From an optimization exercise on the open Yosys and OpenROAD flow, aimed at small area; shortcuts taken in it are not production practice.
The RTL was checked by simulation tests, not by an equivalence proof against the original design.

===== flow/run.sh =====
#!/bin/bash
# Standard ORFS layout (the standard.sh: ORFS synthesis and place-and-route), with:
#  - an area-oriented ABC mapping script (flow/abc_area_nf.script) in place of ORFS's
#    abc_speed.script, in a copy of ORFS's scripts folder; everything else in that
#    copy is ORFS's own, so the registers and the rest of synthesis are unchanged;
#  - port buffers of the smallest buffer cell (buf_1);
#  - clock tree: clkbuf_8 buffers, sink clusters of up to 18, no dummy loads.
set -euo pipefail
SM="$PWD/scripts_abc"
rm -rf "$SM"
cp -r "$FLOW_HOME/scripts" "$SM"
cp flow/abc_area_nf.script "$SM/abc_speed.script"
bash standard.sh \
  SCRIPTS_DIR="$SM" \
  BUFFER_PORTS_ARGS="-buffer_cell sky130_fd_sc_hd__buf_1" \
  CTS_ARGS="-sink_clustering_enable -repair_clock_nets -dont_use_dummy_load -buf_list sky130_fd_sc_hd__clkbuf_8 -sink_clustering_size 18 -sink_clustering_max_diameter 60" \
  finish > standard_make.log 2>&1

===== flow/abc_area_nf.script =====
&get -n
&st
&dch -f
&nf -a -F 4 -A 4
&put
topo
stime -c

===== standard.sh =====
#!/bin/bash
# synth_recipe.tcl (not shown) runs the flow's synth.tcl, then flattens the netlist and writes it again
# the make line also repeats each setting of config.mk as NAME=value (left out here)
make -C /OpenROAD-flow-scripts/flow DESIGN_CONFIG=/design/flow/config.mk WORK_HOME=/design/flow/orfs CLKGATE_MAP_FILE= SYNTH_SCRIPT=/design/flow/synth_recipe.tcl "${@:-finish}"

===== config.mk =====
export PLATFORM = sky130hd
export DESIGN_NAME = dct_top
export DESIGN_NICKNAME = dct_top
export VERILOG_FILES = /design/flow/design.v
export SDC_FILE = /design/flow/constraint.sdc
export NUM_CORES = 4
export LEC_CHECK = 0
export CAP_MARGIN = 20
export CORE_MARGIN = 2
export CORE_UTILIZATION = 40
export SLEW_MARGIN = 20

===== constraint.sdc =====
create_clock -name core_clock -period 12.0 [get_ports {clk}]
set_input_delay 2.4000 -clock core_clock [delete_from_list [all_inputs] [get_ports {clk}]]
set_output_delay 2.4000 -clock core_clock [all_outputs]
set_load 0.01 [all_outputs]

===== design.v =====
`timescale 1ns / 1ps
module apadd #(parameter W = 13, parameter SUB = 0) (
    input  [W-1:0] A,
    input  [W-1:0] B,
    output [W-1:0] S,
    output C
);
    wire [W-1:0] Bp = SUB ? ~B : B;
    wire [W:2] c;
    assign c[2] = A[1];
    assign S[1:0] = Bp[1:0];
    genvar i;
    generate for (i = 2; i < W; i = i + 1) begin : g
        assign S[i] = A[i] ^ Bp[i] ^ c[i];
        assign c[i+1] = (A[i] & Bp[i]) | (A[i] & c[i]) | (Bp[i] & c[i]);
    end endgenerate
    assign C = c[W];
endmodule
module apnegsub #(parameter W = 13) (
    input  [W-1:0] A,
    input  [W-1:0] B,
    output [W-1:0] Y
);
    wire [W-1:2] h;
    wire [W:2] c, d;
    assign c[2] = ~A[1];
    assign d[2] = B[1] & B[0];
    assign Y[1:0] = {B[1] ^ B[0], ~B[0]};
    genvar i;
    generate for (i = 2; i < W; i = i + 1) begin : g
        assign h[i] = ~A[i] ^ B[i] ^ c[i];
        assign c[i+1] = (~A[i] & B[i]) | (~A[i] & c[i]) | (B[i] & c[i]);
        assign Y[i] = h[i] ^ d[i];
        assign d[i+1] = h[i] & d[i];
    end endgenerate
endmodule
module negw #(parameter W = 8) (
    input  [W-1:0] A,
    output [W-1:0] Y
);
    wire [W:0] c;
    assign c[0] = 1'b1;
    genvar i;
    generate for (i = 0; i < W; i = i + 1) begin : g
        assign Y[i] = ~A[i] ^ c[i];
        assign c[i+1] = ~A[i] & c[i];
    end endgenerate
endmodule
`timescale 1ns / 1ps
module DCT2_app(
    input [10:0] x0, input [10:0] x1, input [10:0] x2, input [10:0] x3,
    input [10:0] x4, input [10:0] x5, input [10:0] x6, input [10:0] x7,
    input col0,
    output [13:0] y0, output [13:0] y1, output [13:0] y2, output [13:0] y3,
    output [13:0] y4, output [13:0] y5, output [13:0] y6, output [13:0] y7,
    output [72:0] row
);
  wire [11:0] a1_0;
  apadd #(.W(12), .SUB(0)) u_a1_0 (.A({{1{x7[10]}}, x7}), .B({{1{x0[10]}}, x0}), .S(a1_0), .C());
  wire [11:0] a1_1;
  apadd #(.W(12), .SUB(0)) u_a1_1 (.A({{1{x6[10]}}, x6}), .B({{1{x1[10]}}, x1}), .S(a1_1), .C());
  wire [11:0] a1_2;
  apadd #(.W(12), .SUB(0)) u_a1_2 (.A({{1{x5[10]}}, x5}), .B({{1{x2[10]}}, x2}), .S(a1_2), .C());
  wire [11:0] a1_3;
  apadd #(.W(12), .SUB(0)) u_a1_3 (.A({{1{x4[10]}}, x4}), .B({{1{x3[10]}}, x3}), .S(a1_3), .C());
  wire [11:0] a1_4;
  apadd #(.W(12), .SUB(1)) u_a1_4 (.A({{1{x3[10]}}, x3}), .B({{1{x4[10]}}, x4}), .S(a1_4), .C());
  wire [11:0] a1_5;
  apadd #(.W(12), .SUB(1)) u_a1_5 (.A({{1{x2[10]}}, x2}), .B({{1{x5[10]}}, x5}), .S(a1_5), .C());
  wire [11:0] a1_6;
  apadd #(.W(12), .SUB(1)) u_a1_6 (.A({{1{x1[10]}}, x1}), .B({{1{x6[10]}}, x6}), .S(a1_6), .C());
  wire [11:0] a1_7;
  apadd #(.W(12), .SUB(1)) u_a1_7 (.A({{1{x0[10]}}, x0}), .B({{1{x7[10]}}, x7}), .S(a1_7), .C());
  wire [12:0] a2_0;
  apadd #(.W(13), .SUB(0)) u_a2_0 (.A({{1{a1_0[11]}}, a1_0}), .B({{1{a1_3[11]}}, a1_3}), .S(a2_0), .C());
  wire [12:0] a2_1;
  apadd #(.W(13), .SUB(0)) u_a2_1 (.A({{1{a1_1[11]}}, a1_1}), .B({{1{a1_2[11]}}, a1_2}), .S(a2_1), .C());
  wire [12:0] a2_3;
  apadd #(.W(13), .SUB(1)) u_a2_3 (.A({{1{a1_0[11]}}, a1_0}), .B({{1{a1_3[11]}}, a1_3}), .S(a2_3), .C());
  wire [12:0] a2_6;
  apadd #(.W(13), .SUB(0)) u_a2_6 (.A({{1{a1_6[11]}}, a1_6}), .B({{1{a1_7[11]}}, a1_7}), .S(a2_6), .C());
  wire [12:0] p0 = a2_0;
  wire [12:0] p1 = a2_1;
  wire [12:0] s0, s1; wire k0, k1;
  apadd #(.W(13), .SUB(0)) u_s0 (.A(p0), .B(p1), .S(s0), .C(k0));
  apadd #(.W(13), .SUB(1)) u_s1 (.A(p0), .B(p1), .S(s1), .C(k1));
  wire [13:0] n_7;
  apnegsub #(.W(14)) u_n_7 (.A({{2{a1_6[11]}}, a1_6}), .B({{2{a1_7[11]}}, a1_7}), .Y(n_7));
  wire [13:0] n_2;
  apnegsub #(.W(14)) u_n_2 (.A({{2{a1_1[11]}}, a1_1}), .B({{2{a1_2[11]}}, a1_2}), .Y(n_2));
  wire ci0 = s0[12] ^ p0[12] ^ p1[12];
  wire ci1 = s1[12] ^ p0[12] ^ ~p1[12];
  wire u0 = (~p0[12] & ~p1[12]) | (~p0[12] & ci0) | (~p1[12] & ci0);
  wire u1 = (~p0[12] & p1[12]) | (~p0[12] & ci1) | (p1[12] & ci1);
  assign y0 = {col0 ? u0 : (p0[12] ^ p1[12] ^ k0), s0};
  assign y4 = {col0 ? (u1 ^ (p1 != 13'h1000)) : (p0[12] ^ ~p1[12] ^ k1), s1};
  assign y1 = {{1{a2_6[12]}}, a2_6};
  assign y2 = {{1{a2_3[12]}}, a2_3};
  assign y3 = {{2{a1_5[11]}}, a1_5};
  assign y5 = {{2{a1_4[11]}}, a1_4};
  assign y6 = n_7;
  assign y7 = n_2;
  assign row = {n_2[10:2], n_7[10:3], a1_4[8:0], s1[10:4], a1_5[8:0], a2_3[9:0], a2_6[9:0], s0[10:0]};
endmodule
`timescale 1ns / 1ps
module dct_ram(
    input clk,
    input wp,
    input we,
    input [72:0] din,
    input [7:0] col,
    input pix,
    input [63:0] px,
    output [10:0] c0, output [10:0] c1, output [10:0] c2, output [10:0] c3,
    output [10:0] c4, output [10:0] c5, output [10:0] c6, output [10:0] c7
);
  reg [72:0] st0, st1, st2, st3, st4, st5, st6, st7;
  wire [72:0] pxrow = {st7[72], st7[71], st7[70], px[63], px[62], px[61], px[60], px[59], px[58], st7[63], st7[62], st7[61], px[55], px[54], px[53], px[52], px[51], st7[55], px[47], px[46], px[45], px[44], px[43], px[42], px[41], px[40], st7[46], st7[45], px[57], px[39], px[38], px[37], px[36], px[56], px[31], px[30], px[29], px[28], px[27], px[26], px[25], px[24], px[50], px[49], px[23], px[22], px[21], px[20], px[19], px[18], px[17], px[16], st7[20], px[35], px[15], px[14], px[13], px[12], px[11], px[10], px[9], st7[11], px[34], px[33], px[32], px[7], px[6], px[5], px[4], px[3], px[2], px[1], st7[0]};
  always @(posedge clk) begin
    st0 <= wp ? pxrow : st7;
    st1 <= we ? din : st0;
    st2 <= st1;
    st3 <= st2;
    st4 <= st3;
    st5 <= st4;
    st6 <= st5;
    st7 <= st6;
  end
  wire cp0 = col[0] | pix;
  wire cp1 = col[1] | pix;
  wire cp2 = col[2] | pix;
  wire cp3 = col[3] | pix;
  wire cp4 = col[4] | pix;
  wire cp5 = col[5] | pix;
  wire cp6 = col[6] | pix;
  wire cp7 = col[7] | pix;
  wire [10:0] o0;
  assign o0[0] = (cp0 & st0[0])
      | (col[1] & st1[11])
      | (col[2] & st2[21])
      | (col[3] & st3[31])
      | (col[4] & ~st4[0])
      | (col[5] & st5[47])
      | (col[6] & ~st6[11])
      | (col[7] & ~st7[0]);
  assign o0[1] = (cp0 & st0[1])
      | (col[1] & st1[12])
      | (col[2] & st2[22])
      | (col[3] & st3[32])
      | (col[4] & ~st4[1])
      | (col[5] & st5[48])
      | (col[6] & (st6[12] ^ st6[11]))
      | (col[7] & (st7[1] ^ st7[0]));
  assign o0[2] = (cp0 & st0[2])
      | (col[1] & st1[13])
      | (col[2] & st2[23])
      | (col[3] & st3[33])
      | (col[4] & ~st4[2])
      | (col[5] & st5[49])
      | (col[6] & (st6[13] ^ (st6[12] & st6[11])))
      | (col[7] & st7[64]);
  assign o0[3] = (cp0 & st0[3])
      | (col[1] & st1[14])
      | (col[2] & st2[24])
      | (col[3] & st3[34])
      | (col[4] & ~(st4[3] ^ st4[22] ^ st4[23]))
      | (col[5] & st5[50])
      | (col[6] & st6[56])
      | (col[7] & st7[65]);
  assign o0[4] = (cp0 & st0[4])
      | (col[1] & st1[15])
      | (col[2] & st2[25])
      | (col[3] & st3[35])
      | (col[4] & st4[40])
      | (col[5] & st5[51])
      | (col[6] & st6[57])
      | (col[7] & st7[66]);
  assign o0[5] = (cp0 & st0[5])
      | (col[1] & st1[16])
      | (col[2] & st2[26])
      | (col[3] & st3[36])
      | (col[4] & st4[41])
      | (col[5] & st5[52])
      | (col[6] & st6[58])
      | (col[7] & st7[67]);
  assign o0[6] = (cp0 & st0[6])
      | (col[1] & st1[17])
      | (col[2] & st2[27])
      | (col[3] & st3[37])
      | (col[4] & st4[42])
      | (col[5] & st5[53])
      | (col[6] & st6[59])
      | (col[7] & st7[68]);
  assign o0[7] = (cp0 & st0[7])
      | (col[1] & st1[18])
      | (col[2] & st2[28])
      | (col[3] & st3[38])
      | (col[4] & st4[43])
      | (col[5] & st5[54])
      | (col[6] & st6[60])
      | (col[7] & st7[69]);
  wire g0_8 = (col[3] & st3[39]) | (col[5] & st5[55]);
  assign o0[8] = (col[0] & st0[8])
      | (col[1] & st1[19])
      | (col[2] & st2[29])
      | (col[4] & st4[44])
      | (col[6] & st6[61])
      | (col[7] & st7[70])
      | g0_8;
  wire g0_9 = g0_8 | (col[1] & st1[20]) | (col[2] & st2[30]);
  assign o0[9] = (col[0] & st0[9])
      | (col[4] & st4[45])
      | (col[6] & st6[62])
      | (col[7] & st7[71])
      | g0_9;
  wire g0_10 = g0_9 | (col[0] & ~st0[10]) | (col[4] & st4[46]) | (col[6] & st6[63]) | (col[7] & st7[72]);
  assign o0[10] = g0_10;
  assign c0 = o0;
  wire [10:0] o1;
  assign o1[0] = (col[0] & st7[0])
      | (cp1 & st0[11])
      | (col[2] & st1[21])
      | (col[3] & st2[31])
      | (col[4] & ~st3[0])
      | (col[5] & st4[47])
      | (col[6] & ~st5[11])
      | (col[7] & ~st6[0]);
  assign o1[1] = (col[0] & st7[1])
      | (cp1 & st0[12])
      | (col[2] & st1[22])
      | (col[3] & st2[32])
      | (col[4] & ~st3[1])
      | (col[5] & st4[48])
      | (col[6] & (st5[12] ^ st5[11]))
      | (col[7] & (st6[1] ^ st6[0]));
  assign o1[2] = (col[0] & st7[2])
      | (cp1 & st0[13])
      | (col[2] & st1[23])
      | (col[3] & st2[33])
      | (col[4] & ~st3[2])
      | (col[5] & st4[49])
      | (col[6] & (st5[13] ^ (st5[12] & st5[11])))
      | (col[7] & st6[64]);
  assign o1[3] = (col[0] & st7[3])
      | (cp1 & st0[14])
      | (col[2] & st1[24])
      | (col[3] & st2[34])
      | (col[4] & ~(st3[3] ^ st3[22] ^ st3[23]))
      | (col[5] & st4[50])
      | (col[6] & st5[56])
      | (col[7] & st6[65]);
  assign o1[4] = (col[0] & st7[4])
      | (cp1 & st0[15])
      | (col[2] & st1[25])
      | (col[3] & st2[35])
      | (col[4] & st3[40])
      | (col[5] & st4[51])
      | (col[6] & st5[57])
      | (col[7] & st6[66]);
  assign o1[5] = (col[0] & st7[5])
      | (cp1 & st0[16])
      | (col[2] & st1[26])
      | (col[3] & st2[36])
      | (col[4] & st3[41])
      | (col[5] & st4[52])
      | (col[6] & st5[58])
      | (col[7] & st6[67]);
  assign o1[6] = (col[0] & st7[6])
      | (cp1 & st0[17])
      | (col[2] & st1[27])
      | (col[3] & st2[37])
      | (col[4] & st3[42])
      | (col[5] & st4[53])
      | (col[6] & st5[59])
      | (col[7] & st6[68]);
  assign o1[7] = (col[0] & st7[7])
      | (cp1 & st0[18])
      | (col[2] & st1[28])
      | (col[3] & st2[38])
      | (col[4] & st3[43])
      | (col[5] & st4[54])
      | (col[6] & st5[60])
      | (col[7] & st6[69]);
  wire g1_8 = (col[3] & st2[39]) | (col[5] & st4[55]);
  assign o1[8] = (col[0] & st7[8])
      | (col[1] & st0[19])
      | (col[2] & st1[29])
      | (col[4] & st3[44])
      | (col[6] & st5[61])
      | (col[7] & st6[70])
      | g1_8;
  wire g1_9 = g1_8 | (col[1] & st0[20]) | (col[2] & st1[30]);
  assign o1[9] = (col[0] & st7[9])
      | (col[4] & st3[45])
      | (col[6] & st5[62])
      | (col[7] & st6[71])
      | g1_9;
  wire g1_10 = g1_9 | (col[0] & ~st7[10]) | (col[4] & st3[46]) | (col[6] & st5[63]) | (col[7] & st6[72]);
  assign o1[10] = g1_10;
  assign c1 = o1;
  wire [10:0] o2;
  assign o2[0] = (col[0] & st6[0])
      | (col[1] & st7[11])
      | (cp2 & st0[21])
      | (col[3] & st1[31])
      | (col[4] & ~st2[0])
      | (col[5] & st3[47])
      | (col[6] & ~st4[11])
      | (col[7] & ~st5[0]);
  assign o2[1] = (col[0] & st6[1])
      | (col[1] & st7[12])
      | (cp2 & st0[22])
      | (col[3] & st1[32])
      | (col[4] & ~st2[1])
      | (col[5] & st3[48])
      | (col[6] & (st4[12] ^ st4[11]))
      | (col[7] & (st5[1] ^ st5[0]));
  assign o2[2] = (col[0] & st6[2])
      | (col[1] & st7[13])
      | (cp2 & st0[23])
      | (col[3] & st1[33])
      | (col[4] & ~st2[2])
      | (col[5] & st3[49])
      | (col[6] & (st4[13] ^ (st4[12] & st4[11])))
      | (col[7] & st5[64]);
  assign o2[3] = (col[0] & st6[3])
      | (col[1] & st7[14])
      | (cp2 & st0[24])
      | (col[3] & st1[34])
      | (col[4] & ~(st2[3] ^ st2[22] ^ st2[23]))
      | (col[5] & st3[50])
      | (col[6] & st4[56])
      | (col[7] & st5[65]);
  assign o2[4] = (col[0] & st6[4])
      | (col[1] & st7[15])
      | (cp2 & st0[25])
      | (col[3] & st1[35])
      | (col[4] & st2[40])
      | (col[5] & st3[51])
      | (col[6] & st4[57])
      | (col[7] & st5[66]);
  assign o2[5] = (col[0] & st6[5])
      | (col[1] & st7[16])
      | (cp2 & st0[26])
      | (col[3] & st1[36])
      | (col[4] & st2[41])
      | (col[5] & st3[52])
      | (col[6] & st4[58])
      | (col[7] & st5[67]);
  assign o2[6] = (col[0] & st6[6])
      | (col[1] & st7[17])
      | (cp2 & st0[27])
      | (col[3] & st1[37])
      | (col[4] & st2[42])
      | (col[5] & st3[53])
      | (col[6] & st4[59])
      | (col[7] & st5[68]);
  assign o2[7] = (col[0] & st6[7])
      | (col[1] & st7[18])
      | (cp2 & st0[28])
      | (col[3] & st1[38])
      | (col[4] & st2[43])
      | (col[5] & st3[54])
      | (col[6] & st4[60])
      | (col[7] & st5[69]);
  wire g2_8 = (col[3] & st1[39]) | (col[5] & st3[55]);
  assign o2[8] = (col[0] & st6[8])
      | (col[1] & st7[19])
      | (col[2] & st0[29])
      | (col[4] & st2[44])
      | (col[6] & st4[61])
      | (col[7] & st5[70])
      | g2_8;
  wire g2_9 = g2_8 | (col[1] & st7[20]) | (col[2] & st0[30]);
  assign o2[9] = (col[0] & st6[9])
      | (col[4] & st2[45])
      | (col[6] & st4[62])
      | (col[7] & st5[71])
      | g2_9;
  wire g2_10 = g2_9 | (col[0] & ~st6[10]) | (col[4] & st2[46]) | (col[6] & st4[63]) | (col[7] & st5[72]);
  assign o2[10] = g2_10;
  assign c2 = o2;
  wire [10:0] o3;
  assign o3[0] = (col[0] & st5[0])
      | (col[1] & st6[11])
      | (col[2] & st7[21])
      | (cp3 & st0[31])
      | (col[4] & ~st1[0])
      | (col[5] & st2[47])
      | (col[6] & ~st3[11])
      | (col[7] & ~st4[0]);
  assign o3[1] = (col[0] & st5[1])
      | (col[1] & st6[12])
      | (col[2] & st7[22])
      | (cp3 & st0[32])
      | (col[4] & ~st1[1])
      | (col[5] & st2[48])
      | (col[6] & (st3[12] ^ st3[11]))
      | (col[7] & (st4[1] ^ st4[0]));
  assign o3[2] = (col[0] & st5[2])
      | (col[1] & st6[13])
      | (col[2] & st7[23])
      | (cp3 & st0[33])
      | (col[4] & ~st1[2])
      | (col[5] & st2[49])
      | (col[6] & (st3[13] ^ (st3[12] & st3[11])))
      | (col[7] & st4[64]);
  assign o3[3] = (col[0] & st5[3])
      | (col[1] & st6[14])
      | (col[2] & st7[24])
      | (cp3 & st0[34])
      | (col[4] & ~(st1[3] ^ st1[22] ^ st1[23]))
      | (col[5] & st2[50])
      | (col[6] & st3[56])
      | (col[7] & st4[65]);
  assign o3[4] = (col[0] & st5[4])
      | (col[1] & st6[15])
      | (col[2] & st7[25])
      | (cp3 & st0[35])
      | (col[4] & st1[40])
      | (col[5] & st2[51])
      | (col[6] & st3[57])
      | (col[7] & st4[66]);
  assign o3[5] = (col[0] & st5[5])
      | (col[1] & st6[16])
      | (col[2] & st7[26])
      | (cp3 & st0[36])
      | (col[4] & st1[41])
      | (col[5] & st2[52])
      | (col[6] & st3[58])
      | (col[7] & st4[67]);
  assign o3[6] = (col[0] & st5[6])
      | (col[1] & st6[17])
      | (col[2] & st7[27])
      | (cp3 & st0[37])
      | (col[4] & st1[42])
      | (col[5] & st2[53])
      | (col[6] & st3[59])
      | (col[7] & st4[68]);
  assign o3[7] = (col[0] & st5[7])
      | (col[1] & st6[18])
      | (col[2] & st7[28])
      | (cp3 & st0[38])
      | (col[4] & st1[43])
      | (col[5] & st2[54])
      | (col[6] & st3[60])
      | (col[7] & st4[69]);
  wire g3_8 = (col[3] & st0[39]) | (col[5] & st2[55]);
  assign o3[8] = (col[0] & st5[8])
      | (col[1] & st6[19])
      | (col[2] & st7[29])
      | (col[4] & st1[44])
      | (col[6] & st3[61])
      | (col[7] & st4[70])
      | g3_8;
  wire g3_9 = g3_8 | (col[1] & st6[20]) | (col[2] & st7[30]);
  assign o3[9] = (col[0] & st5[9])
      | (col[4] & st1[45])
      | (col[6] & st3[62])
      | (col[7] & st4[71])
      | g3_9;
  wire g3_10 = g3_9 | (col[0] & ~st5[10]) | (col[4] & st1[46]) | (col[6] & st3[63]) | (col[7] & st4[72]);
  assign o3[10] = g3_10;
  assign c3 = o3;
  wire [10:0] o4;
  assign o4[0] = (col[0] & st4[0])
      | (col[1] & st5[11])
      | (col[2] & st6[21])
      | (col[3] & st7[31])
      | (col[4] & ~st0[0])
      | (col[5] & st1[47])
      | (col[6] & ~st2[11])
      | (col[7] & ~st3[0])
      | (pix & st0[8]);
  assign o4[1] = (col[0] & st4[1])
      | (col[1] & st5[12])
      | (col[2] & st6[22])
      | (col[3] & st7[32])
      | (col[4] & ~st0[1])
      | (col[5] & st1[48])
      | (col[6] & (st2[12] ^ st2[11]))
      | (col[7] & (st3[1] ^ st3[0]))
      | (pix & st0[9]);
  assign o4[2] = (col[0] & st4[2])
      | (col[1] & st5[13])
      | (col[2] & st6[23])
      | (col[3] & st7[33])
      | (col[4] & ~st0[2])
      | (col[5] & st1[49])
      | (col[6] & (st2[13] ^ (st2[12] & st2[11])))
      | (col[7] & st3[64])
      | (pix & st0[10]);
  assign o4[3] = (col[0] & st4[3])
      | (col[1] & st5[14])
      | (col[2] & st6[24])
      | (col[3] & st7[34])
      | (col[4] & ~(st0[3] ^ st0[22] ^ st0[23]))
      | (col[5] & st1[50])
      | (col[6] & st2[56])
      | (col[7] & st3[65])
      | (pix & st0[19]);
  assign o4[4] = (col[0] & st4[4])
      | (col[1] & st5[15])
      | (col[2] & st6[25])
      | (col[3] & st7[35])
      | (cp4 & st0[40])
      | (col[5] & st1[51])
      | (col[6] & st2[57])
      | (col[7] & st3[66]);
  assign o4[5] = (col[0] & st4[5])
      | (col[1] & st5[16])
      | (col[2] & st6[26])
      | (col[3] & st7[36])
      | (cp4 & st0[41])
      | (col[5] & st1[52])
      | (col[6] & st2[58])
      | (col[7] & st3[67]);
  assign o4[6] = (col[0] & st4[6])
      | (col[1] & st5[17])
      | (col[2] & st6[27])
      | (col[3] & st7[37])
      | (cp4 & st0[42])
      | (col[5] & st1[53])
      | (col[6] & st2[59])
      | (col[7] & st3[68]);
  assign o4[7] = (col[0] & st4[7])
      | (col[1] & st5[18])
      | (col[2] & st6[28])
      | (col[3] & st7[38])
      | (cp4 & st0[43])
      | (col[5] & st1[54])
      | (col[6] & st2[60])
      | (col[7] & st3[69]);
  wire g4_8 = (col[3] & st7[39]) | (col[5] & st1[55]);
  assign o4[8] = (col[0] & st4[8])
      | (col[1] & st5[19])
      | (col[2] & st6[29])
      | (col[4] & st0[44])
      | (col[6] & st2[61])
      | (col[7] & st3[70])
      | g4_8;
  wire g4_9 = g4_8 | (col[1] & st5[20]) | (col[2] & st6[30]);
  assign o4[9] = (col[0] & st4[9])
      | (col[4] & st0[45])
      | (col[6] & st2[62])
      | (col[7] & st3[71])
      | g4_9;
  wire g4_10 = g4_9 | (col[0] & ~st4[10]) | (col[4] & st0[46]) | (col[6] & st2[63]) | (col[7] & st3[72]);
  assign o4[10] = g4_10;
  assign c4 = o4;
  wire [10:0] o5;
  assign o5[0] = (col[0] & st3[0])
      | (col[1] & st4[11])
      | (col[2] & st5[21])
      | (col[3] & st6[31])
      | (col[4] & ~st7[0])
      | (cp5 & st0[47])
      | (col[6] & ~st1[11])
      | (col[7] & ~st2[0]);
  assign o5[1] = (col[0] & st3[1])
      | (col[1] & st4[12])
      | (col[2] & st5[22])
      | (col[3] & st6[32])
      | (col[4] & ~st7[1])
      | (cp5 & st0[48])
      | (col[6] & (st1[12] ^ st1[11]))
      | (col[7] & (st2[1] ^ st2[0]));
  assign o5[2] = (col[0] & st3[2])
      | (col[1] & st4[13])
      | (col[2] & st5[23])
      | (col[3] & st6[33])
      | (col[4] & ~st7[2])
      | (cp5 & st0[49])
      | (col[6] & (st1[13] ^ (st1[12] & st1[11])))
      | (col[7] & st2[64]);
  assign o5[3] = (col[0] & st3[3])
      | (col[1] & st4[14])
      | (col[2] & st5[24])
      | (col[3] & st6[34])
      | (col[4] & ~(st7[3] ^ st7[22] ^ st7[23]))
      | (cp5 & st0[50])
      | (col[6] & st1[56])
      | (col[7] & st2[65]);
  assign o5[4] = (col[0] & st3[4])
      | (col[1] & st4[15])
      | (col[2] & st5[25])
      | (col[3] & st6[35])
      | (col[4] & st7[40])
      | (cp5 & st0[51])
      | (col[6] & st1[57])
      | (col[7] & st2[66]);
  assign o5[5] = (col[0] & st3[5])
      | (col[1] & st4[16])
      | (col[2] & st5[26])
      | (col[3] & st6[36])
      | (col[4] & st7[41])
      | (cp5 & st0[52])
      | (col[6] & st1[58])
      | (col[7] & st2[67]);
  assign o5[6] = (col[0] & st3[6])
      | (col[1] & st4[17])
      | (col[2] & st5[27])
      | (col[3] & st6[37])
      | (col[4] & st7[42])
      | (cp5 & st0[53])
      | (col[6] & st1[59])
      | (col[7] & st2[68]);
  assign o5[7] = (col[0] & st3[7])
      | (col[1] & st4[18])
      | (col[2] & st5[28])
      | (col[3] & st6[38])
      | (col[4] & st7[43])
      | (cp5 & st0[54])
      | (col[6] & st1[60])
      | (col[7] & st2[69]);
  wire g5_8 = (col[3] & st6[39]) | (col[5] & st0[55]);
  assign o5[8] = (col[0] & st3[8])
      | (col[1] & st4[19])
      | (col[2] & st5[29])
      | (col[4] & st7[44])
      | (col[6] & st1[61])
      | (col[7] & st2[70])
      | g5_8;
  wire g5_9 = g5_8 | (col[1] & st4[20]) | (col[2] & st5[30]);
  assign o5[9] = (col[0] & st3[9])
      | (col[4] & st7[45])
      | (col[6] & st1[62])
      | (col[7] & st2[71])
      | g5_9;
  wire g5_10 = g5_9 | (col[0] & ~st3[10]) | (col[4] & st7[46]) | (col[6] & st1[63]) | (col[7] & st2[72]);
  assign o5[10] = g5_10;
  assign c5 = o5;
  wire [10:0] o6;
  assign o6[0] = (col[0] & st2[0])
      | (col[1] & st3[11])
      | (col[2] & st4[21])
      | (col[3] & st5[31])
      | (col[4] & ~st6[0])
      | (col[5] & st7[47])
      | (col[6] & ~st0[11])
      | (col[7] & ~st1[0])
      | (pix & st0[20]);
  assign o6[1] = (col[0] & st2[1])
      | (col[1] & st3[12])
      | (col[2] & st4[22])
      | (col[3] & st5[32])
      | (col[4] & ~st6[1])
      | (col[5] & st7[48])
      | (col[6] & (st0[12] ^ st0[11]))
      | (col[7] & (st1[1] ^ st1[0]))
      | (pix & st0[29]);
  assign o6[2] = (col[0] & st2[2])
      | (col[1] & st3[13])
      | (col[2] & st4[23])
      | (col[3] & st5[33])
      | (col[4] & ~st6[2])
      | (col[5] & st7[49])
      | (col[6] & (st0[13] ^ (st0[12] & st0[11])))
      | (col[7] & st1[64])
      | (pix & st0[30]);
  assign o6[3] = (col[0] & st2[3])
      | (col[1] & st3[14])
      | (col[2] & st4[24])
      | (col[3] & st5[34])
      | (col[4] & ~(st6[3] ^ st6[22] ^ st6[23]))
      | (col[5] & st7[50])
      | (cp6 & st0[56])
      | (col[7] & st1[65]);
  assign o6[4] = (col[0] & st2[4])
      | (col[1] & st3[15])
      | (col[2] & st4[25])
      | (col[3] & st5[35])
      | (col[4] & st6[40])
      | (col[5] & st7[51])
      | (cp6 & st0[57])
      | (col[7] & st1[66]);
  assign o6[5] = (col[0] & st2[5])
      | (col[1] & st3[16])
      | (col[2] & st4[26])
      | (col[3] & st5[36])
      | (col[4] & st6[41])
      | (col[5] & st7[52])
      | (cp6 & st0[58])
      | (col[7] & st1[67]);
  assign o6[6] = (col[0] & st2[6])
      | (col[1] & st3[17])
      | (col[2] & st4[27])
      | (col[3] & st5[37])
      | (col[4] & st6[42])
      | (col[5] & st7[53])
      | (cp6 & st0[59])
      | (col[7] & st1[68]);
  assign o6[7] = (col[0] & st2[7])
      | (col[1] & st3[18])
      | (col[2] & st4[28])
      | (col[3] & st5[38])
      | (col[4] & st6[43])
      | (col[5] & st7[54])
      | (cp6 & st0[60])
      | (col[7] & st1[69]);
  wire g6_8 = (col[3] & st5[39]) | (col[5] & st7[55]);
  assign o6[8] = (col[0] & st2[8])
      | (col[1] & st3[19])
      | (col[2] & st4[29])
      | (col[4] & st6[44])
      | (col[6] & st0[61])
      | (col[7] & st1[70])
      | g6_8;
  wire g6_9 = g6_8 | (col[1] & st3[20]) | (col[2] & st4[30]);
  assign o6[9] = (col[0] & st2[9])
      | (col[4] & st6[45])
      | (col[6] & st0[62])
      | (col[7] & st1[71])
      | g6_9;
  wire g6_10 = g6_9 | (col[0] & ~st2[10]) | (col[4] & st6[46]) | (col[6] & st0[63]) | (col[7] & st1[72]);
  assign o6[10] = g6_10;
  assign c6 = o6;
  wire [10:0] o7;
  assign o7[0] = (col[0] & st1[0])
      | (col[1] & st2[11])
      | (col[2] & st3[21])
      | (col[3] & st4[31])
      | (col[4] & ~st5[0])
      | (col[5] & st6[47])
      | (col[6] & ~st7[11])
      | (col[7] & ~st0[0])
      | (pix & st0[39]);
  assign o7[1] = (col[0] & st1[1])
      | (col[1] & st2[12])
      | (col[2] & st3[22])
      | (col[3] & st4[32])
      | (col[4] & ~st5[1])
      | (col[5] & st6[48])
      | (col[6] & (st7[12] ^ st7[11]))
      | (col[7] & (st0[1] ^ st0[0]))
      | (pix & st0[44]);
  assign o7[2] = (col[0] & st1[2])
      | (col[1] & st2[13])
      | (col[2] & st3[23])
      | (col[3] & st4[33])
      | (col[4] & ~st5[2])
      | (col[5] & st6[49])
      | (col[6] & (st7[13] ^ (st7[12] & st7[11])))
      | (cp7 & st0[64]);
  assign o7[3] = (col[0] & st1[3])
      | (col[1] & st2[14])
      | (col[2] & st3[24])
      | (col[3] & st4[34])
      | (col[4] & ~(st5[3] ^ st5[22] ^ st5[23]))
      | (col[5] & st6[50])
      | (col[6] & st7[56])
      | (cp7 & st0[65]);
  assign o7[4] = (col[0] & st1[4])
      | (col[1] & st2[15])
      | (col[2] & st3[25])
      | (col[3] & st4[35])
      | (col[4] & st5[40])
      | (col[5] & st6[51])
      | (col[6] & st7[57])
      | (cp7 & st0[66]);
  assign o7[5] = (col[0] & st1[5])
      | (col[1] & st2[16])
      | (col[2] & st3[26])
      | (col[3] & st4[36])
      | (col[4] & st5[41])
      | (col[5] & st6[52])
      | (col[6] & st7[58])
      | (cp7 & st0[67]);
  assign o7[6] = (col[0] & st1[6])
      | (col[1] & st2[17])
      | (col[2] & st3[27])
      | (col[3] & st4[37])
      | (col[4] & st5[42])
      | (col[5] & st6[53])
      | (col[6] & st7[59])
      | (cp7 & st0[68]);
  assign o7[7] = (col[0] & st1[7])
      | (col[1] & st2[18])
      | (col[2] & st3[28])
      | (col[3] & st4[38])
      | (col[4] & st5[43])
      | (col[5] & st6[54])
      | (col[6] & st7[60])
      | (cp7 & st0[69]);
  wire g7_8 = (col[3] & st4[39]) | (col[5] & st6[55]);
  assign o7[8] = (col[0] & st1[8])
      | (col[1] & st2[19])
      | (col[2] & st3[29])
      | (col[4] & st5[44])
      | (col[6] & st7[61])
      | (col[7] & st0[70])
      | g7_8;
  wire g7_9 = g7_8 | (col[1] & st2[20]) | (col[2] & st3[30]);
  assign o7[9] = (col[0] & st1[9])
      | (col[4] & st5[45])
      | (col[6] & st7[62])
      | (col[7] & st0[71])
      | g7_9;
  wire g7_10 = g7_9 | (col[0] & ~st1[10]) | (col[4] & st5[46]) | (col[6] & st7[63]) | (col[7] & st0[72]);
  assign o7[10] = g7_10;
  assign c7 = o7;
endmodule
`timescale 1ns / 1ps
module dct_top(
	 input [7:0]x0,
	 input [7:0]x1,
	 input [7:0]x2,
	 input [7:0]x3,
	 input [7:0]x4,
	 input [7:0]x5,
	 input [7:0]x6,
	 input [7:0]x7,
	 input en,
	 input clk,
	 input rst,
	 output [13:0]y0,
	 output [13:0]y1,
	 output [13:0]y2,
	 output [13:0]y3,
	 output [13:0]y4,
	 output [13:0]y5,
	 output [13:0]y6,
	 output [13:0]y7
    );
	reg [2:0]addr;
	reg wr;
	wire [72:0] row;
	wire [10:0] c0, c1, c2, c3, c4, c5, c6, c7;
	wire [7:0] col;
	genvar i;
	generate for (i = 0; i < 8; i = i + 1) begin : g
		assign col[i] = ~wr & (addr == ((i + 1) & 7));
	end endgenerate
	dct_ram dctRAM(clk,en,wr,row,col,wr,{x7,x6,x5,x4,x3,x2,x1,x0},c0,c1,c2,c3,c4,c5,c6,c7);
	DCT2_app dct2(c0,c1,c2,c3,c4,c5,c6,c7,col[0],y0,y1,y2,y3,y4,y5,y6,y7,row);
	always@(posedge clk) begin
		if (rst) addr <= 3'd0;
		else addr <= addr + 3'd1;
		wr <= en;
	end
endmodule

==> flow_summary.json, run 1 <==
{
  "fin_tns_setup_ns": 0,
  "finalHoldViolations": 0,
  "initial_core_util_pct": 40.4,
  "yosysSeqAreaShare_pct": 54.2,
  "synth_top_area_share_pct": 54.2,
  "synth_edf_count": 0,
  "crit_path_start_kind": "flop",
  "finalCriticalPeriod_ns": 11.56,
  "die_area_sq_mm": 0.0562,
  "worstSetupEndpointType": "primary output",
  "io_buffers": 175,
  "critPathKind": "reg -> out",
  "netlist_area_sq_mm": 0.0217,
  "ys_ff_latch": 588,
  "grt_pass1_wl_um": 94400,
  "synthArstFlopShare_pct": 0,
  "path_max_fanout": 11,
  "path_clk_slew_ns": 0.10,
  "syn_inst": 1790,
  "n_fill_cell": 5036,
  "drc": 0,
  "synth.largest_area_cell": "dfxtp_1",
  "min_path_type": "reg -> reg",
  "cp.required_ns": 9.60,
  "h-tree-depth": 2,
  "drt-wirelength-per-cell_um": 23.4,
  "crit_slowest_cell": "nor3b_4",
  "finalCritPeriodShare_pct": 96.4,
  "mostFrequentLayoutCell": "dfxtp_1",
  "viasPerCell": 5.48,
  "die_w_um": 237,
  "dp_worst_setup_slack_ns": 0.849,
  "cts_sinks": 588,
  "die_height_um": 237,
  "rows": 85,
  "fin_skew_ns": 0.0887,
  "critPathMaxStageDelay_ns": 0.55,
  "slew-limit-headroom_pct": 43.2,
  "worst_path_most_repeated_cell": "fa_1",
  "clkLatencyLatePin_ns": 0.67,
  "drt_iter0_drc": 1843,
  "synthTopCellsByArea": "dfxtp_1 54%, fa_1 11%, mux2_1 6.2%",
  "syn_avg_cell_area_sq_um": 12.1,
  "final_cell_mix": "586 x dfxtp_1, 174 x buf_1, 161 x nand2_1, 161 x clkinv_1, 119 x mux2_1",
  "fp.coreArea_sq_mm": 0.0538,
  "ios": 179,
  "arrival_ns": 9.16,
  "fin_nets": 2285,
  "final_cells": 2727,
  "num_vias": 14900,
  "outcome": "finished clean",
  "max_freq_ghz": 0.0865,
  "dp_hpwl_um": 48600,
  "clock_path_buffers": 3,
  "grt_max_degree": 47,
  "cts_tree": "built",
  "drive_gt1_share_pct": 4.09,
  "track_usage_pct": 22.6,
  "numCtsBuffers": 42,
  "worst_pin_slew_ns": 0.831,
  "yosysWarnings": 2,
  "synth_flop_cell": "dfxtp_1",
  "r2r_start": "addr[2]$_SDFF_PP0_",
  "antenna_found_initial": 3,
  "rsz0062_at_grt": "no",
  "layout-area-overhead-vs-synth_pct": 10.8,
  "cts-root-buf": "clkbuf_8",
  "ys_types": 55,
  "grt_overflow": 0,
  "fin_ws_ns": 0.437,
  "ant_nets": 0,
  "dpl.cell_count": 2679,
  "cp-startpoint": "addr[1]$_SDFF_PP0_",
  "drv_slew": 0,
  "first_global_vias": 15100,
  "syn-num-nets": 2043,
  "firstDrtPassIters": 9,
  "setup_viol": 0,
  "place_congestion": 0.899,
  "maxCapViolations": 0,
  "wl_um": 63900,
  "worstHoldStart": "dctRAM.st6[8]$_DFF_P_"
}
## timing repair
item                       in CTS  in global routing
resized for setup               0                  2
setup endpoints to repair       0                  2
hold buffers                    0                  0
buffers inserted                0                  5
hold endpoints to repair        0                  0
## final timing paths
kind | to | slack, ns | depth (start not counted)
worst max register to register | dctRAM.st1[46]$_DFF_P_ | 4.20 | 24
worst min-delay path | dctRAM.st7[8]$_DFF_P_ | 0.29 | 0
worst max-delay path | y4[13] | 0.44 | 28
worst min register to register | dctRAM.st7[8]$_DFF_P_ | 0.29 | 0
## registers in the layout, indices dropped and copies added, names as in the netlist
name / flops
dctRAM.st4: 73
wr: 1
dctRAM.st3: 73
dctRAM.st1: 73
dctRAM.st2: 73
dctRAM.st0: 73
dctRAM.st7: 73
dctRAM.st5: 73
addr: 3
dctRAM.st6: 73
## kinds of logic (layout without fill, tap and decap cells)
family / Yosys count / after routing / synth area share [%]
buf+inv: 168 / 408 / 3.02
other cells: 0 / 1 / 0
compound gates: 300 / 300 / 11.0
mux: 120 / 120 / 6.21
xor+xnor: 87 / 87 / 3.57
simple gates: 335 / 335 / 7.08
fa+ha+maj: 192 / 192 / 14.9
flops: 588 / 588 / 54.2
## Yosys cell counts, drive strengths merged (28+ instances only)
| cell | number |
|---|---|
| nand2 | 161 |
| nand4 | 28 |
| ha | 72 |
| fa | 114 |
| xnor2 | 46 |
| a21oi | 58 |
| nor2 | 69 |
| clkinv | 161 |
| a22oi | 32 |
| xor2 | 40 |
| mux2 | 119 |
| a222oi | 90 |
| dfxtp | 588 |
## layout make-up
class,count,area (sq um),share of cell area [%]
inverter,161,604,2.51
timing repair buffer,205,886,3.68
tap,696,871,3.62
antenna,1,2.50,0.0104
multi-input combinational,1034,9360,38.9
sequential,588,11800,48.9
clock buffer,42,578,2.40
## worst max-delay path: cells and delay by family (launching register included)
kind                     cells  cell delay (ns)
flip-flops                   1             0.38
AND/OR/NAND/NOR              2             0.84
adder cells (fa/ha/maj)     12             4.37
XOR/XNOR                     3             1.02
multiplexers                 1             0.14
AO/OA/AOI/OAI                4             0.75
buffers and inverters        6             0.98
## metal layers
| metal | wire [um] | up-vias | GRT usage [%] |
|---|---|---|---|
| met5 | 12 | - | 0 |
| met4 | 1730 | 2 | 7.05 |
| met2 | 29500 | 670 | 36.7 |
| met1 | 27400 | 7361 | 30.8 |
| li1 | - | 6801 | - |
| met3 | 5230 | 98 | 4.12 |
## stage by stage
stage               cell area, sq um  utilization (%)  hold slack (ns)
CTS                            24000             44.7            0.298
detailed placement             23500             43.6            0.316
finish                         24100             44.8            0.294
global route                   24100             44.7            0.299
floorplan                      21700                -            0.310
global placement               23500             43.6            0.310
==> inputs of run 2 (changes only) <==
==> flow/run.sh (replaced) <==
#!/bin/bash
# Standard ORFS layout (the standard.sh, unchanged synthesis), with two changes:
#  - port buffers use the smallest buffer cell (buf_1) instead of the default choice;
#  - clock tree: clkbuf_8 buffers, sink clusters of up to 18, no dummy loads.
set -euo pipefail
bash standard.sh \
  BUFFER_PORTS_ARGS="-buffer_cell sky130_fd_sc_hd__buf_1" \
  CTS_ARGS="-sink_clustering_enable -repair_clock_nets -dont_use_dummy_load -buf_list sky130_fd_sc_hd__clkbuf_8 -sink_clustering_size 18 -sink_clustering_max_diameter 60" \
  finish > standard_make.log 2>&1
removed: flow/abc_area_nf.script
==> run 2 against run 1 <==
Non-clock buffer count is 12 higher. Maximum frequency is 0.51% lower. Global-route usage is 0.64 points higher. First-iteration DRC count is 2.0% higher. Clock-buffer cell count is 3 higher. Area after synthesis is 3.9% higher. Critical path type unchanged. Sequential share of layout area is 1.5 points lower. Cell count is 3.7% higher.
==> flow_summary.json, run 2 <==
{
  "worst_path_most_repeated_cell": "fa_1",
  "clkLatencyLatePin_ns": 0.67,
  "place_congestion": 0.918,
  "layout-area-overhead-vs-synth_pct": 10.1,
  "finalCriticalPeriod_ns": 11.62,
  "dpl.cell_count": 2769,
  "path_clk_slew_ns": 0.11,
  "slew-limit-headroom_pct": 25.8,
  "cts_tree": "built",
  "die_area_sq_mm": 0.0583,
  "finalCritPeriodShare_pct": 96.9,
  "h-tree-depth": 2,
  "cp.required_ns": 9.60,
  "synth_top_area_share_pct": 52.2,
  "first_global_vias": 15800,
  "netlist_area_sq_mm": 0.0226,
  "numCtsBuffers": 45,
  "fin_ws_ns": 0.378,
  "holdWs_ns": 0.283,
  "grtUsageMet1_pct": 31.6,
  "mostFrequentLayoutCell": "dfxtp_1",
  "dp_worst_setup_slack_ns": 0.511,
  "crit_path_start_kind": "flop",
  "busiest_layer": "met2",
  "finalHoldViolations": 0,
  "drv_slew": 0,
  "fp.coreArea_sq_mm": 0.0561,
  "drt-wirelength-per-cell_um": 24.6,
  "ios": 179,
  "cts_sinks": 588,
  "fin_skew_ns": 0.0704,
  "rows": 87,
  "ant_nets": 0,
  "drive_gt1_share_pct": 11.9,
  "synth.most_common_cell": "dfxtp_1",
  "crit_slowest_cell": "fa_1",
  "met2_usage_pct": 38.0,
  "initial_core_util_pct": 40.3,
  "io_buffers": 175,
  "viasPerCell": 5.55,
  "num_vias": 15700,
  "maxCapViolations": 0,
  "synthTopCellsByArea": "dfxtp_1 52%, fa_1 10%, mux2_2 6.1%",
  "final_cells": 2827,
  "antenna_found_initial": 2,
  "clock_path_buffers": 3,
  "critPathMaxStageDelay_ns": 0.55,
  "outcome": "finished clean",
  "final_cell_mix": "586 x dfxtp_1, 174 x buf_1, 160 x inv_1",
  "max_freq_ghz": 0.0860,
  "syn-num-nets": 2149,
  "dp_hpwl_um": 51800,
  "die_height_um": 242,
  "ff_latch_area_sq_mm": 0.0118,
  "syn_avg_cell_area_sq_um": 11.9,
  "yosysWarnings": 2,
  "stdcell_area_sq_mm": 0.0249,
  "synth_commonest_cells": "588 x dfxtp_1, 160 x inv_1, 122 x mux2_2",
  "yosysSeqAreaShare_pct": 52.2,
  "grt_pass1_wl_um": 102000,
  "path_max_fanout": 16,
  "syn_inst": 1896,
  "synthArstFlopShare_pct": 0,
  "n_fill_cell": 5254,
  "ys_ff_latch": 588,
  "cts-root-buf": "clkbuf_8",
  "synth_flop_cell": "dfxtp_1",
  "track_usage_pct": 23.3,
  "grt_overflow": 0,
  "worstSetupEndpointType": "primary output",
  "multiInputGateArea_sq_mm": 0.00991,
  "grt_max_degree": 63,
  "place_area_sq_mm": 0.0241,
  "ys_types": 80,
  "synth.largest_area_cell": "dfxtp_1",
  "drc": 0,
  "firstDrtPassIters": 8,
  "drt_iter0_drc": 1879,
  "arrival_ns": 9.22,
  "wl_um": 69500,
  "setup_viol": 0,
  "min_path_type": "reg -> reg",
  "fin_nets": 2325,
  "synth_edf_count": 0,
  "worst_pin_slew_ns": 1.11,
  "critPathKind": "reg -> out",
  "die_w_um": 242,
  "met3_usage_pct": 4.02
}
==> run 2: cell types whose count changed after synthesis, moves of 37 or more <==
cell,previous run,this run
clkinv_1,161,1
inv_1,0,160
mux2_2,0,122
mux2_1,119,0
nand2_1,161,84
clkbuf_1,0,60
a22oi_1,32,69
==> run 2: layout make-up <==
cell class	instances	share of cell area [%]
Inverter	161	2.45
Multi-Input combinational cell	1059	39.9
Clock buffer	45	2.49
Antenna cell	1	0.0101
Sequential cell	588	47.4
Tap cell	756	3.81
Timing Repair Buffer	217	3.98
==> run 2: layer usage <==
metal / vias up / wire (um)
met5: - / 0
met3: 112 / 5110
li1: 7010 / -
met4: 0 / 2020
met1: 7882 / 30000
met2: 686 / 32400
==> run 2: worst paths after layout <==
path / startpoint / end / slack (ns) / depth (start not counted)
min: dctRAM.st6[62]$_DFF_P_ / dctRAM.st7[62]$_DFF_P_ / 0.28 / 0
min reg2reg: dctRAM.st6[62]$_DFF_P_ / dctRAM.st7[62]$_DFF_P_ / 0.28 / 0
max reg2reg: addr[0]$_SDFF_PP0_ / dctRAM.st1[46]$_DFF_P_ / 3.98 / 23
max: addr[0]$_SDFF_PP0_ / y0[13] / 0.38 / 28
==> run 2: worst max-delay path, delay by kind of cell, from the launching register on <==
family | cells | cell delay [ns]
simple gates | 3 | 0.91
flops | 1 | 0.35
xor+xnor | 1 | 0.17
buf+inv | 5 | 0.79
compound gates | 6 | 0.96
fa+ha+maj | 13 | 5.38
==> run 2: metrics by stage <==
stage	TNS, ns	utilization (%)
floorplan	0	-
global placement	0	43.0
detailed placement	0	43.0
CTS	0	44.1
global route	-0.00708	44.3
finish	0	44.3
==> run 2: timing repair <==
action | 4_1_cts | 5_1_grt
cloned | 0 | 1
endpoints found under the setup margin | 2 | 2
pin swaps | 0 | 3
gates resized for setup | 4 | 2
buffers inserted | 0 | 11
hold buffers | 0 | 0
==> run 2: logic make-up after synthesis <==
kind of cell    Yosys count  synth area share, %
compound gates          365                 13.3
xor+xnor                 89                 3.51
fa+ha+maj               190                 14.3
buf+inv                 250                 4.31
flops                   588                 52.2
mux                     126                 6.26
simple gates            288                 6.22

[static timing again, ports no longer ideal]
How much do the figures lean on ideal ports? The routed layouts below were timed once more, with nothing changed but the port constraints. Step 1 assumes that a clkbuf_16 drives the clock port and a buf_2 every other input. Step 2 moves the port delays by t, midway between the first and last clock arrival at a register: inputs arrive t later, outputs are due t later. That takes back most of the time a late clock gives input paths. Three values: ideal, step 1, step 2; two values: the first two.
run	shift t [ns]	slack for setup (ns)	worst register clock-pin slew, ns	worst data-port slew with drivers (ns)
run 1	0.681	0.437 / 0.384 / 1.065	0.11 / 0.11	0.12
run 2	0.686	0.378 / 0.324 / 1.010	0.11 / 0.11	0.06
After both steps setup and hold are still met in every run listed.
